This is an optimization exercise on Yosys and OpenROAD, whose aim is small area, a short achievable clock period and few clock cycles, not a production implementation. Only simulation tests tie the RTL to the original design; equivalence was not proved. Power and IR drop assume default switching activity.

[design/flow/config.mk]
export PLATFORM = sky130hd
export DESIGN_NAME = huffman
export DESIGN_NICKNAME = huffman
export VERILOG_FILES = /design/flow/design.v
export SDC_FILE = /design/flow/constraint.sdc
export NUM_CORES = 4
export LEC_CHECK = 0
export CAP_MARGIN = 20
export CORE_MARGIN = 2
export CORE_UTILIZATION = 30
export SLEW_MARGIN = 20
[design/flow/constraint.sdc]
create_clock -name core_clock -period 7.0 [get_ports {clk}]
set_input_delay 1.4000 -clock core_clock [delete_from_list [all_inputs] [get_ports {clk}]]
set_output_delay 1.4000 -clock core_clock [all_outputs]
set_load 0.01 [all_outputs]
[design/flow/run.sh]
#!/bin/bash
# synth_recipe.tcl (not shown) runs the flow's synth.tcl, then flattens the netlist and writes it again
# the make line also repeats each setting of config.mk as NAME=value (left out here)
make -C /OpenROAD-flow-scripts/flow DESIGN_CONFIG=/design/flow/config.mk WORK_HOME=/design/flow/orfs CLKGATE_MAP_FILE= SYNTH_SCRIPT=/design/flow/synth_recipe.tcl finish
[design/flow/design.v]
module huffman(clk, reset, sram_a, sram_d, sram_wen, sram_q, finish);
input            clk;
input            reset;
output reg [9:0] sram_a;
output reg [7:0] sram_d;
output reg       sram_wen;
input  [7:0]     sram_q;
output reg       finish;
reg [7:0] sram_a_r;
wire [9:0] sram_a_w;
wire [7:0] sram_d_w;
wire sram_wen_w;
wire finish_w;
reg [6:0] CNT [0:5];  
reg [6:0] n_CNT [0:5];
reg [5:0] index_value [0:5]; 
reg [5:0] n_index_value [0:5];
reg [2:0] CNT_size;
wire [2:0] CNT_size_w;
wire [12:0] insert_value_w;
wire [5:0] sort_w, insert_w;
reg [4:0] HC [0:5];  
reg [4:0] n_HC [0:5];
reg [4:0] M [0:5];  
reg [4:0] n_M [0:5];
integer i, j;
assign sram_a_w = sram_a_r == 10'd100 ? 8'd128 :
                  sram_a_r == 10'd133 ? 8'd123 :
                  sram_a_r == 10'd127 ? 8'd134 : sram_a_r + 8'd1;
assign sram_d_w = sram_a_r[4:0] == 5'd0 ? {1'd0, n_CNT[0]} :
                  sram_a_r[4:0] == 5'd6 ? {3'd0, n_HC[0]} :
                  sram_a_r[4:0] < 5'd6 ? {1'd0, CNT[sram_a_r[2:0]]} :
                  sram_a_r[4:0] >= 5'd6 && sram_a_r[4:0] < 5'd12 ? {3'd0, HC[sram_a_r[3:0] - 4'd6]} :
                  {3'd0, M[sram_a_r[4:0] - 5'd12]};
assign sram_wen_w = ~sram_a_r[7];
assign finish_w = (sram_a_r == 10'd146);
assign insert_w[0] = sort_w[0];
generate
genvar g;
    for(g = 0; g < 6; g = g +1) assign sort_w[g] = CNT[g] < insert_value_w[12:6];
    for(g = 1; g < 6; g = g +1) assign  insert_w[g] = sort_w[g] && ~sort_w[g-1] && g <= CNT_size;
endgenerate
assign insert_value_w = sram_a_r[7] || sram_a_r == 8'd123 ? {CNT[CNT_size], index_value[CNT_size]} : {CNT[CNT_size] + CNT[CNT_size + 3'd1], index_value[CNT_size] | index_value[CNT_size + 3'd1]};
assign CNT_size_w = (sram_a_r > 128 && sram_a_r <= 133) ? CNT_size + 3'd1 : 
                    (sram_a_r[7:4] == 4'b0111) ? CNT_size - 3'd1 : 
                    CNT_size;
always @(*) begin
    for(i = 0; i < 6; i = i+1)
        n_CNT[i] = CNT[i];
    for(i = 0; i < 6; i = i+1)
        n_index_value[i] = index_value[i];
    if(CNT_size != 3'd0) begin
        for(i = 0; i < 6; i = i+1) begin
            if(i < CNT_size) begin
                if(insert_w[i]) begin
                    n_CNT[i] = insert_value_w[12:6];
                    n_index_value[i] = insert_value_w[5:0];
                end
                else if (sort_w[i]) begin
                    n_CNT[i] = CNT[i-1];
                    n_index_value[i] = index_value[i-1];
                end
            end else if (i == CNT_size && i != 0) begin
                n_CNT[i] = sort_w[i-1] ? CNT[i-1] : insert_value_w[12:6];
                n_index_value[i] = sort_w[i-1] ? index_value[i-1] : insert_value_w[5:0];
            end
        end
    end else begin
        if((sram_a_r < 8'd101 && sram_a_r > 8'd1) || sram_a_r == 8'd128) begin
            for(i = 0; i < 6; i = i+1)n_CNT[i] = sram_q[2:0] == i+1 ? CNT[i] + 7'd1 : CNT[i];
        end
    end
end
always @(*) begin
    for(i = 0; i < 6; i = i+1)n_HC[i] = HC[i];
    for(i = 0; i < 6; i = i+1)n_M[i]  =  M[i];
    if(sram_a_r[7:2] == 6'b011111 || sram_a_r == 8'd134) begin 
        for(i = 0; i < 6; i = i+1)begin
            if(index_value[CNT_size][i] || index_value[CNT_size + 3'd1][i]) n_M[i] = {M[i][3:0], 1'd1};
            if(index_value[CNT_size + 3'd1][i]) begin
                if(M[i][0] ==1) begin
                    n_HC[i][0] = HC[i][0];
                end else begin
                    n_HC[i][0] = 1'b1;
                end
                for(j = 1; j < 5; j = j+1)
                    if(~M[i][j] & M[i][j-1]) begin
                        n_HC[i][j] = 1'b1;
                    end else begin
                        n_HC[i][j] = HC[i][j];
                    end 
            end
        end
    end
end
always @(posedge clk) begin
    if(reset) begin
        sram_a <= 10'h0;
        sram_a_r <= 8'd1;
        sram_d <= 8'd0;
        sram_wen <= 1'd1;
        finish <= 1'd0;
        for (i = 0; i < 6; i = i+1) begin
            CNT[i] <= 7'd0;
            index_value[i] <= 1 << i;
            HC[i] <= 5'd0;
            M[i] <= 5'd0;
        end
        CNT_size <= 3'd0;
    end else begin
        sram_a <= {2'd0, sram_a_r};
        sram_a_r <= sram_a_w;
        sram_d <= sram_d_w;
        sram_wen <= sram_wen_w;
        finish <= finish_w;
        for (i = 0; i < 6; i = i+1) begin
            CNT[i] <= n_CNT[i];
            index_value[i] <= n_index_value[i];
            HC[i] <= n_HC[i];
            M[i] <= n_M[i];
        end
        CNT_size <= CNT_size_w;
    end
end
endmodule
==> impl_metrics.toml, run 1 <==
[finish]
n_antenna_cell = 0
fillerInstances = 4075
fin_nets = 1534
most-common-layout-cells = "210 x nor2_1, 165 x dfxtp_1, 118 x nand2_1"
multiInputGateArea_um2 = 7630
syn_to_final_growth_pct = 10.8
drive_gt1_share_pct = 9.60
register_area_um2 = 3320
layout_commonest_cell = "nor2_1"

[timing]
worst_pin_slew_ns = 1.04
rsz0062_at_grt = "false"
finalClockSkew_ns = 0.0181
timing.hold.ws_ns = 0.480
setup_viol = 0
timing.setup.tns_ns = 0
period_share_pct = 89.3
timing.slew.headroom_pct = 29.7
slew_viol_final = 0
hold_viol = 0
fin_crit_ns = 6.25
fmax_mhz = 160

[global_routing]
grt-ovfl-total = 0
grt_pass1_wl_mm = 63.8
grt_max_degree = 77
grt_pass1_vias = 11253
grtUsageTotal_pct = 19.8
antenna_found_initial = 0

[floorplan]
die_h_um = 201
initial_utilization_pct = 30.3
rows = 72
core-area_um2 = 38500
io_pins = 30
die_w_um = 201
die_area_um2 = 40400

[synthesis]
synth-seq-cells = 166
yosysSeqAreaShare_pct = 28.5
synth_ff_type = "dfxtp_1"
synth_warnings = 11
avgSynthCellArea_um2 = 7.78
syn-cell-area_um2 = 11600
yosysUniqueCellTypes = 96
netlist_instances = 1497
synthArstFlopShare_pct = 0
synth_edf_count = 0

[worst_setup_path]
max_stage_delay_ns = 0.62
cp_slowest_cell = "dfxtp_2"
crit_arrival_ns = 6.55
worstPathRequired_ns = 7.30
crit_path_start_kind = "flop"
cp_cell_sequence = "inv_1 > ha_1 > inv_1 > nand2_1 > o21ai_0 > inv_1 > ha_1 > a21o_1 > a21oi_1 > xnor2_1 > mux2_2 > inv_1 > ha_1 > o211ai_1 > nor2_1 > a211oi_1 > o21ai_1 > maj3_2 > maj3_2 > maj3_4 > or2_0 > a31oi_1 > a211oi_1"
worstReg2RegStart = "CNT_size[2]$_SDFFE_PP0P_"
crit_start = "CNT_size[2]$_SDFFE_PP0P_"
critical_path_class = "reg2reg"
worstPathMaxFanout = 20
end_kind = "flop"
crit_top_cell = "inv_1"

[clock_network]
cts_buffers = 17
cts_root_buf = "clkbuf_16"
cts.sinks = 166
cts_tree = "yes"
cts.clk_slew.worst_paths_ns = 0.07
clkLatencyLatePin_ns = 0.45
ctsResizeCount = 0
cts_buffer_depth = 2
postCtsSetupRepairBufs = 0
ctsHoldBuffers = 0
ctsHtreeMaxLevel = 4

[flow_run]
cap_violations = 0

[worst_hold_path]
hold_start = "HC[1][4]$_SDFFE_PP0P_"
hold_path_class = "reg2reg"

[detailed_routing]
routed_wl_mm = 41.1
drc_errors = 0
avgViaCountPerCell = 5.97
firstDrtPassIters = 12
drt_iter0_markers = 1560
wl_per_cell_um = 20.6
vias = 11921
ant_nets = 0

[pwr]
power_density_nw_per_um2 = 199
ir_drop_mv = 0.159
p_int_mw = 1.72
swShare_pct = 33.0
seqPwrFrac_pct = 38.7
clockPowerShare_pct = 38.8
pwr-share-comb_pct = 22.5
switchingPower_mw = 0.848
power_leakage_nw = 4.66

[outcome]
outcome = "complete, no violations"

[placement]
dpl.hpwl_mm = 29.6
port_buffers = 21
gp_congestion = 1.00
==> worst paths after layout <==
path,depth (start not counted),slack [ns],endpoint
max reg2reg,23,0.75,sram_d[4]$_SDFF_PP0_
min,2,0.48,HC[1][4]$_SDFFE_PP0P_
min reg2reg,2,0.48,HC[1][4]$_SDFFE_PP0P_
max,23,0.75,sram_d[4]$_SDFF_PP0_
==> metal layers <==
metal	global-route usage, %	vias up	routed length, um
met4	8.73	0	1460
met3	3.94	102	3820
met1	25.9	5696	17400
li1	-	5468	-
met2	31.6	655	18300
met5	0	-	0
==> critical path: cells and delay by family, from the launching register on <==
| kind | cells | cell delay [ns] |
|---|---|---|
| simple gates | 3 | 0.69 |
| xor+xnor | 1 | 0.14 |
| fa+ha+maj | 6 | 2.15 |
| flops | 1 | 0.62 |
| buf+inv | 4 | 0.48 |
| compound gates | 8 | 1.73 |
| mux | 1 | 0.28 |
==> power by group through the flow <==
stage               logic [mW]  clock network, mW  registers, mW
floorplan                0.446                  0          0.994
finish                   0.580              0.997          0.996
global route             0.620               1.04          0.997
CTS                      0.563               1.01          0.994
global placement         0.554                  0           1.02
detailed placement       0.561                  0           1.02
==> registers in the layout (all words and copies together), names as in the netlist, 3 cells and up <==
signal       flops
sram_d           7
index_value     36
sram_a_r         8
CNT_size         3
sram_a           8
HC              30
CNT             42
M               30
==> logic make-up after synthesis <==
| kind of cell | after synthesis | share of synthesized area, % |
|---|---|---|
| mux | 81 | 7.19 |
| other cells | 1 | 0.0322 |
| flops | 166 | 28.5 |
| xor+xnor | 15 | 1.19 |
| buf+inv | 163 | 6.21 |
| fa+ha+maj | 66 | 7.08 |
| simple gates | 531 | 21.5 |
| compound gates | 474 | 28.2 |
==> layout make-up <==
type / count / share of cell area, %
clock inverters: 13 / 1.25
flip-flops and latches: 166 / 25.8
inverters: 49 / 1.43
repair buffers: 62 / 3.99
multi-input cells: 1170 / 59.1
clock buffers: 19 / 3.43
well taps: 518 / 5.02
==> Yosys cell counts (23+ instances only) <==
cell	instances	share of area (%)
a211oi_1	34	2.2
a21oi_1	111	4.8
a22oi_1	23	1.5
clkbuf_1	78	2.5
dfxtp_1	166	29
ha_1	57	6.1
inv_1	47	1.5
mux2i_1	60	5.2
nand2_1	118	3.8
nand3_1	49	2.1
nor2_1	211	6.8
o21ai_0	77	3.3
==> stage by stage <==
stage	power [mW]	setup WS, ns	utilization (%)	instance area (um^2)	cells
finish	2.57	0.752	33.5	12900	1997
global route	2.66	0.371	33.5	12900	1997
CTS	2.56	0.811	33.5	12900	1997
detailed placement	1.58	0.828	31.9	12300	1965
global placement	1.57	0.905	31.9	12300	1965
floorplan	1.44	1.14	-	11600	1499
Testbench counts, summed over its fixed seeds: cycles 8,000.
==> inputs of run 2 (changes only) <==
==> design/flow/design.v (replaced) <==
module huffman(clk, reset, sram_a, sram_d, sram_wen, sram_q, finish);
input            clk;
input            reset;
output     [9:0] sram_a;
output     [7:0] sram_d;
output reg       sram_wen;
input      [7:0] sram_q;
output reg       finish;
localparam RD = 2'd0, LF = 2'd1, MG = 2'd2, WR = 2'd3;
reg [7:0] a;           
reg [6:0] X;           
reg [1:0] ph;
reg [2:0] k;           
reg       hm;          
reg       v;           
reg [6:0] cnt [0:5];
reg [2:0] rk  [0:5];
reg [4:0] HC  [0:5];
reg [4:0] M   [0:5];
assign sram_a = {2'b00, a};
assign sram_d = {1'b0, X};
integer s, r;
reg [6:0] n_cnt [0:5];
reg [4:0] n_HC  [0:5];
reg [5:0] lt;
reg [5:0] T;
reg [2:0] Kl, Km;
reg [6:0] selA, selB, selL;
reg [4:0] selH, selM;
always @(*) begin
    for (s = 0; s < 6; s = s + 1) begin
        n_cnt[s] = cnt[s] + {6'd0, v && ph == RD && sram_q[2:0] == s + 1};
        lt[s] = cnt[s] < X;
        for (r = 0; r < 5; r = r + 1)
            n_HC[s][r] = HC[s][r] | (rk[s] == 3'd0 && (r == 0 || M[s][r-1]) && !M[s][r]);
    end
    for (r = 0; r < 6; r = r + 1) begin
        T[r] = 1'b0;
        for (s = 0; s < 6; s = s + 1)
            if (rk[s] == r && lt[s] && (ph != LF || s < k)) T[r] = 1'b1;
    end
    Kl = T[4] ? 3'd5 : T[3] ? 3'd4 : T[2] ? 3'd3 : T[1] ? 3'd2 : T[0] ? 3'd1 : 3'd0;
    Km = T[5] ? 3'd4 : T[4] ? 3'd3 : T[3] ? 3'd2 : T[2] ? 3'd1 : 3'd0;
    selA = 7'd0; selB = 7'd0; selL = 7'd0; selH = 5'd0; selM = 5'd0;
    for (s = 0; s < 6; s = s + 1) begin
        if (rk[s] == 3'd0) selB = selB | cnt[s];
        if (rk[s] == 3'd1) selA = selA | cnt[s];
        if (k == (s + 5) % 6) selL = selL | cnt[s];
        if (k == s) selH = selH | HC[s];
        if (k == s) selM = selM | M[s];
    end
end
always @(posedge clk) begin
    if (reset) begin
        a <= 8'd0;
        sram_wen <= 1'b1;
        finish <= 1'b0;
        ph <= RD;
        v <= 1'b0;
        for (s = 0; s < 6; s = s + 1) begin
            cnt[s] <= 7'd0;
            HC[s] <= 5'd0;
            M[s] <= 5'd0;
        end
    end else begin
        case (ph)
        RD: begin
            v <= 1'b1;
            for (s = 0; s < 6; s = s + 1) cnt[s] <= n_cnt[s];
            if (a == 8'd100) begin
                ph <= LF;
                k <= 3'd1;
                a <= 8'd129;
                sram_wen <= 1'b0;
                X <= n_cnt[1];
                rk[0] <= 3'd0;
            end else begin
                a <= a + 8'd1;
            end
        end
        LF: begin
            for (s = 0; s < 6; s = s + 1) begin
                if (s < k) rk[s] <= rk[s] + {2'd0, !lt[s]};
                else if (s == k) rk[s] <= Kl;
            end
            X <= selL;
            if (k == 3'd5) begin
                ph <= MG;
                k <= 3'd0;
                hm <= 1'b0;
                a <= 8'd128;
            end else begin
                k <= k + 3'd1;
                a <= a + 8'd1;
            end
        end
        MG: begin
            sram_wen <= 1'b1;
            if (!hm) begin
                X <= selA + selB;
                hm <= 1'b1;
            end else begin
                for (s = 0; s < 6; s = s + 1) begin
                    if (rk[s][2:1] == 2'd0) begin
                        cnt[s] <= X;
                        rk[s] <= Km;
                        M[s] <= {M[s][3:0], 1'b1};
                        HC[s] <= n_HC[s];
                    end else begin
                        rk[s] <= rk[s] - (lt[s] ? 3'd2 : 3'd1);
                    end
                end
                if (k == 3'd4) begin
                    ph <= WR;
                    X <= {2'd0, n_HC[0]};
                    a <= 8'd134;
                    sram_wen <= 1'b0;
                    k <= 3'd1;
                    hm <= 1'b0;
                end else begin
                    k <= k + 3'd1;
                    hm <= (k == 3'd3);
                end
            end
        end
        WR: begin
            X <= {2'd0, hm ? selM : selH};
            a <= a + 8'd1;
            if (k == 3'd5) begin
                k <= 3'd0;
                hm <= 1'b1;
            end else begin
                k <= k + 3'd1;
            end
            if (a == 8'd145) finish <= 1'b1;
        end
        endcase
    end
end
endmodule
--- a/design/flow/config.mk
+++ b/design/flow/config.mk
@@ -7,2 +7,3 @@
 export LEC_CHECK = 0
+export ABC_CLOCK_PERIOD_IN_PS = 3000
 export CAP_MARGIN = 20
@@ -10,2 +11,3 @@
 export CORE_UTILIZATION = 30
+export SETUP_SLACK_MARGIN = 4.0
 export SLEW_MARGIN = 20
==> run 2 against run 1 <==
Effect of this change:
- final cell count down 3.8%
- global-route usage up 0.89 points
- sequential share of layout area down 1.9 points
- routed wire length down 5.0%
- highest routed layer unchanged
- still clean on timing, DRC and antenna
==> impl_metrics.toml, run 2 <==
[outcome]
outcome = "complete, no violations"

[floorplan]
die_h_um = 192
die_area_um2 = 37000
rows = 68
core-area_um2 = 34700
io_pins = 30
die_w_um = 192
initial_utilization_pct = 30.7

[placement]
dpl.hpwl_mm = 25.8
place_area_um2 = 11300
dp_worst_setup_slack_ns = 3.02
port_buffers = 21
gp_congestion = 0.985

[pwr]
ir_drop_mv = 0.147
pwr-share-comb_pct = 37.3
power_leakage_nw = 5.09
swShare_pct = 39.6
switchingPower_mw = 1.31
seqPwrFrac_pct = 32.4
clockPowerShare_pct = 30.3
p_int_mw = 2.00
power_density_nw_per_um2 = 249
total_power_mw = 3.31

[worst_hold_path]
hold_path_class = "reg2reg"
min_path_cells = 2
hold_start = "HC[2][4]$_SDFFE_PP0P_"
holdPathEnd = "HC[2][4]$_SDFFE_PP0P_"

[timing]
hold_viol = 0
rsz0062_at_grt = "true"
slew_viol_final = 0
fin_crit_ns = 3.12
setup_viol = 0
fmax_mhz = 321
finalClockSkew_ns = 0.0193
timing.slew.headroom_pct = 37.0
period_share_pct = 44.5
setup_slack_ns = 3.88
worst_pin_slew_ns = 0.945
timing.setup.tns_ns = 0

[detailed_routing]
firstDrtPassIters = 6
avgViaCountPerCell = 5.82
drc_errors = 0
wl_per_cell_um = 20.3
vias = 11171
routed_wl_mm = 39.0
wl_met1_mm = 16.2
top_layer = "met4"
drt_iter0_markers = 1287
dr_wl_met2_mm = 17.7
wl_met3_mm = 3.61
ant_nets = 0

[synthesis]
synthTopCellsByCount = "150 x a21oi_1, 150 x nand2_1, 141 x nor2_1"
synth_top_cell_area_share_pct = 21.6
synthArstFlopShare_pct = 0
avgSynthCellArea_um2 = 7.78
syn-cell-area_um2 = 10600
yosysTopAreaCell = "dfxtp_1"
netlist_instances = 1369
synth_edf_count = 29
synth-seq-cells = 144
yosysUniqueCellTypes = 77
yosysSeqAreaShare_pct = 29.8
synth_warnings = 13
synth_area_leaders = "dfxtp_1 22%, ha_1 10%, edfxtp_1 8.2%"
synth_ff_type = "dfxtp_1"

[worst_setup_path]
reg2reg_depth = 13
cp_slowest_cell = "edfxtp_1"
max_stage_delay_ns = 0.51
end_kind = "flop"
worstReg2RegStart = "rk[1][1]$_DFFE_PP_"
worstPathMaxFanout = 4
cp_cell_sequence = "nor3_4 > a22oi_1 > nand3_1 > ha_2 > inv_2 > fa_2 > inv_2 > a21oi_2 > o21bai_1 > xnor2_1 > o21ai_1 > a2111oi_2 > a21oi_1"
cp_top_family = "compound AO/OA/AOI/OAI gates"
crit_arrival_ns = 3.27
worstPathRequired_ns = 7.16
reg2reg_to = "X[4]$_DFFE_PP_"
regToRegSetupSlack_ns = 3.88
critical_path_class = "reg2reg"
crit_path_start_kind = "flop"
crit_buf_inv = 2
crit_top_cell = "inv_2"

[finish]
n_antenna_cell = 0
syn_to_final_growth_pct = 25.0
layout_commonest_cell = "nand2_1"
drive_gt1_share_pct = 20.3
most-common-layout-cells = "150 x nand2_1, 135 x nor2_1, 133 x a21oi_1"
fin_nets = 1555
top_register = "cnt"
design_area_um2 = 13300
reg_top3 = "cnt x42, HC x30, M x30"
largest_register_ffs = 42
fillerInstances = 3585

[global_routing]
grtUsageTotal_pct = 20.7
antenna_found_initial = 0
grt-ovfl-total = 0
grt_pass1_wl_mm = 58.9
grt_max_degree = 82
grt_pass1_vias = 10262

[clock_network]
cts.clk_slew.worst_paths_ns = 0.07
cts_buffer_depth = 2
cts_root_buf = "clkbuf_16"
cts_buffers = 17
ctsHtreeMaxLevel = 4
cts.sinks = 144
ctsHoldBuffers = 0
clkLatencyLatePin_ns = 0.44
cts_tree = "yes"

[flow_run]
cap_violations = 0
run 2: per-layer routing:
| metal | vias to the layer above | track usage, % |
|---|---|---|
| li1 | 5168 | - |
| met1 | 5292 | 27.4 |
| met2 | 586 | 32.8 |
| met3 | 125 | 4.16 |
| met4 | 0 | 8.63 |
| met5 | - | 0 |
run 2: cell families after synthesis:
group | count (synthesis) | share of synthesized area, %
other | 1 | 0.0352
AOI/OAI and AO/OA | 437 | 25.6
DFF | 144 | 29.8
buffers and inverters | 153 | 5.70
xor gates and xnor gates | 23 | 1.89
muxes | 51 | 5.03
adders and majority gates | 92 | 11.3
and+or+nand+nor | 468 | 20.6
run 2: cell type report:
cell class	count	area, um^2	share of cell area [%]
Multi-Input combinational cell	1074	7460	56.1
Timing Repair Buffer	143	1170	8.81
Clock buffer	18	450	3.39
Tap cell	455	569	4.28
Clock inverter	14	180	1.35
Sequential cell	144	3180	23.9
Inverter	73	292	2.19
run 2: worst max-delay path by stage:
stage	start	slack [ns]	to	depth (start not counted)
3_5_place_dp	sram_q[2]	3.02	cnt[1][6]$_SDFFE_PP0P_	11
4_1_cts	rk[5][0]$_DFFE_PP_	3.94	X[4]$_DFFE_PP_	14
3_3_place_gp	sram_q[2]	3.03	cnt[1][6]$_SDFFE_PP0P_	11
5_1_grt	rk[0][0]$_DFFE_PP_	3.76	X[5]$_DFFE_PP_	13
6_report	rk[1][1]$_DFFE_PP_	3.88	X[4]$_DFFE_PP_	13
2_1_floorplan	rk[0][1]$_DFFE_PP_	4.03	X[4]$_DFFE_PP_	14
run 2: worst register-to-register path, stage by stage (launching register included):
cell	delay, ns
edfxtp_1	0.51
nor3_4	0.36
a22oi_1	0.14
nand3_1	0.11
ha_2	0.19
inv_2	0.04
fa_2	0.37
inv_2	0.07
a21oi_2	0.05
o21bai_1	0.22
xnor2_1	0.17
o21ai_1	0.12
a2111oi_2	0.44
a21oi_1	0.08
run 2: stage by stage:
| step | utilization (%) | hold slack [ns] | cells |
|---|---|---|---|
| after floorplan | - | 0.431 | 1371 |
| after global placement | 32.6 | 0.448 | 1785 |
| after detailed placement | 32.6 | 0.456 | 1785 |
| after CTS | 36.2 | 0.478 | 1867 |
| after global routing | 38.3 | 0.489 | 1921 |
| final | 38.3 | 0.470 | 1921 |
run 2: power groups by stage:
stage | clock [mW] | combinational, mW | sequential, mW
after floorplan | 0 | 0.675 | 1.04
after global placement | 0 | 0.935 | 1.09
after detailed placement | 0 | 0.948 | 1.10
after CTS | 1.02 | 1.07 | 1.07
after global routing | 1.05 | 1.33 | 1.08
final | 1.00 | 1.23 | 1.07
run 2: repair_timing:
action / CTS / global route
pin swaps: 21 / 46
endpoints found under the setup margin: 41 / 43
buffers inserted: 50 / 54
resized for setup: 66 / 74
Testbench counts of run 2, summed over its fixed seeds: cycles 8,192.
==> inputs of run 3 (changes only) <==
--- a/design/flow/config.mk
+++ b/design/flow/config.mk
@@ -7,3 +7,2 @@
 export LEC_CHECK = 0
-export ABC_CLOCK_PERIOD_IN_PS = 3000
 export CAP_MARGIN = 20
@@ -11,3 +10,2 @@
 export CORE_UTILIZATION = 30
-export SETUP_SLACK_MARGIN = 4.0
 export SLEW_MARGIN = 20
==> run 3 against run 2 <==
Effect of this change:
- final area fell by 10%
- die area unchanged
- worst hold slack worse by 0.0039 ns
- total power decreased by 9.8%
- register-to-register slack got worse by 0.71 ns
- sequential share of layout area up 2.7 points
- fmax shrank 19%
- global-route usage down 0.39 points
- first-iteration DRC count shrank 25%
- largest power group is now sequential cells
==> impl_metrics.toml, run 3 <==
[clock_network]
ctsResizeCount = 0
postCtsSetupRepairBufs = 0
clkLatencyLatePin_ns = 0.44
cts_buffers = 17
cts.clk_slew.worst_paths_ns = 0.07
ctsHtreeMaxLevel = 4
cts_root_buf = "clkbuf_16"
cts.sinks = 144
ctsHoldBuffers = 0
cts_buffer_depth = 2
cts_tree = "yes"

[floorplan]
die_h_um = 192
die_area_um2 = 37000
io_pins = 30
die_w_um = 192
rows = 68
core-area_um2 = 34700
initial_utilization_pct = 30.7

[worst_hold_path]
hold_path_class = "reg2reg"
hold_start = "HC[4][2]$_SDFFE_PP0P_"
min_path_cells = 2
holdPathEnd = "HC[4][2]$_SDFFE_PP0P_"

[worst_setup_path]
crit_path_start_kind = "flop"
worstReg2RegStart = "rk[4][0]$_DFFE_PP_"
critical_path_class = "reg2reg"
reg2reg_to = "X[4]$_DFFE_PP_"
worstPathRequired_ns = 7.15
reg2reg_depth = 15
crit_start = "rk[4][0]$_DFFE_PP_"
regToRegSetupSlack_ns = 3.18
crit_arrival_ns = 3.97
worstPathMaxFanout = 7
end_kind = "flop"

[timing]
setup_viol = 0
fin_crit_ns = 3.82
period_share_pct = 54.6
finalClockSkew_ns = 0.0115
rsz0062_at_grt = "false"
worst_pin_slew_ns = 1.22
slew_viol_final = 0
hold_viol = 0
timing.slew.headroom_pct = 18.1
timing.setup.tns_ns = 0
fmax_mhz = 262

[flow_run]
cap_violations = 0

[synthesis]
avgSynthCellArea_um2 = 7.78
synth_top_cell_area_share_pct = 21.6
yosysSeqAreaShare_pct = 29.8
syn-cell-area_um2 = 10600
yosysTopAreaCell = "dfxtp_1"
synth-seq-cells = 144
synth_ff_type = "dfxtp_1"
synthArstFlopShare_pct = 0
synth_edf_count = 29
netlist_instances = 1369
synthTopCellsByCount = "150 x a21oi_1, 150 x nand2_1, 141 x nor2_1"
synth_warnings = 13
yosysUniqueCellTypes = 77
synth_area_leaders = "dfxtp_1 22%, ha_1 10%, edfxtp_1 8.2%"

[finish]
fin_nets = 1460
n_antenna_cell = 0
reg_top3 = "cnt x42, HC x30, M x30"
largest_register_ffs = 42
top_register = "cnt"
most-common-layout-cells = "150 x nand2_1, 150 x a21oi_1, 141 x nor2_1"
drive_gt1_share_pct = 7.59
syn_to_final_growth_pct = 11.9
layoutNonFillerInstCount = 1826

[placement]
gp_congestion = 0.975
port_buffers = 21
place_inst = 1794
dpl.hpwl_mm = 26.3

[outcome]
outcome = "complete, no violations"

[global_routing]
antenna_found_initial = 0
grt-ovfl-total = 0
grt_pass1_vias = 9843
grt_max_degree = 87
grt_pass1_wl_mm = 57.6
grtUsageTotal_pct = 20.3

[detailed_routing]
vias = 10545
routed_wl_mm = 37.0
firstDrtPassIters = 8
wl_per_cell_um = 20.3
avgViaCountPerCell = 5.77
drt_iter0_markers = 971
ant_nets = 0
drc_errors = 0

[pwr]
ir_drop_mv = 0.191
power_leakage_nw = 4.48
power_density_nw_per_um2 = 251
[run 3: layout make-up]
type                            instances  area, um^2
Clock inverter                         10         100
Fill cell                            3686       22800
Timing Repair Buffer                   48         410
Multi-Input combinational cell       1074        6890
Sequential cell                       144        3170
Tap cell                              455         569
Clock buffer                           22         495
Inverter                               73         274
[run 3: logic make-up (layout without fill, tap and decap cells)]
group	count (synthesis)	in the layout	synth area share, %
simple gates	468	468	20.6
buf+inv	153	153	5.70
flops	144	144	29.8
xor+xnor	23	23	1.89
fa+ha+maj	92	92	11.3
compound gates	437	437	25.6
other cells	1	3	0.0352
mux	51	51	5.03
[run 3: worst max path at each step]
| stage | to |
|---|---|
| after floorplan | X[4]$_DFFE_PP_ |
| after global placement | cnt[1][6]$_SDFFE_PP0P_ |
| after global routing | X[4]$_DFFE_PP_ |
| after CTS | X[4]$_DFFE_PP_ |
| final | X[4]$_DFFE_PP_ |
| after detailed placement | cnt[1][6]$_SDFFE_PP0P_ |
[run 3: per-stage QoR]
step | power (mW) | hold WS (ns) | setup slack, ns | instance area [um^2] | utilization, %
after floorplan | 1.71 | 0.431 | 3.76 | 10700 | -
after CTS | 2.98 | 0.470 | 3.32 | 11900 | 34.3
after detailed placement | 2.04 | 0.455 | 2.95 | 11300 | 32.6
after global placement | 2.02 | 0.446 | 3.02 | 11300 | 32.6
after global routing | 3.13 | 0.494 | 2.90 | 11900 | 34.3
final | 2.99 | 0.467 | 3.18 | 11900 | 34.3
[run 3: routing by layer]
metal | vias to the layer above | wire, um | share of wire, % | global-route usage [%]
li1 | 4953 | - | - | -
met1 | 4988 | 16100 | 44 | 27.2
met2 | 497 | 16400 | 44 | 31.4
met3 | 107 | 2880 | 7.8 | 3.84
met4 | 0 | 1580 | 4.3 | 9.69
met5 | - | 0 | 0 | 0
[run 3: critical path, stage by stage, from the launching register on]
cell and delay [ns]:
edfxtp_1 0.55, inv_1 0.15, nor3_1 0.31, buf_4 0.26, a22oi_1 0.09, nand3_1 0.10
ha_1 0.18, inv_1 0.07, fa_1 0.41, inv_1 0.07, a21oi_1 0.06, o21bai_1 0.22
xnor2_1 0.16, o21ai_0 0.12, a2111oi_0 0.69, a21oi_1 0.10
[run 3: report_power, final]
| part | switching [mW] | leakage [nW] | internal (mW) |
|---|---|---|---|
| Sequential | 0.138 | 1.19 | 0.939 |
| Combinational | 0.628 | 3.00 | 0.347 |
| Clock | 0.393 | 0.288 | 0.542 |

==> static timing again, ports no longer ideal <==
Ports are ideal in the flow. The routed layouts listed here were re-timed in OpenROAD.
Step 1 sets driving cells, clkbuf_16 on the clock port and buf_2 on the other inputs (assumed; they add their load-dependent delay and slew).
Step 2 moves the port delays by t, midway between the first and last clock arrival at a register: inputs arrive t later, outputs are due t later. That takes back most of the time a late clock gives input paths.
a / b / c = ideal / step 1 / step 2; a / b = the first two.
| run | t, ns | setup slack, ns | worst register clock-pin slew, ns |
|---|---|---|---|
| run 1 | 0.492 | 0.752 / 0.752 / 0.752 | 0.08 / 0.08 |
| run 2 | 0.479 | 3.884 / 3.884 / 3.594 | 0.08 / 0.08 |
| run 3 | 0.484 | 3.176 / 3.176 / 2.920 | 0.07 / 0.07 |
After both steps setup and hold are still met in every run listed. For run 2, which loses most, drivers alone change the setup slack by 0.000 ns; drivers and shift together by -0.290 ns.
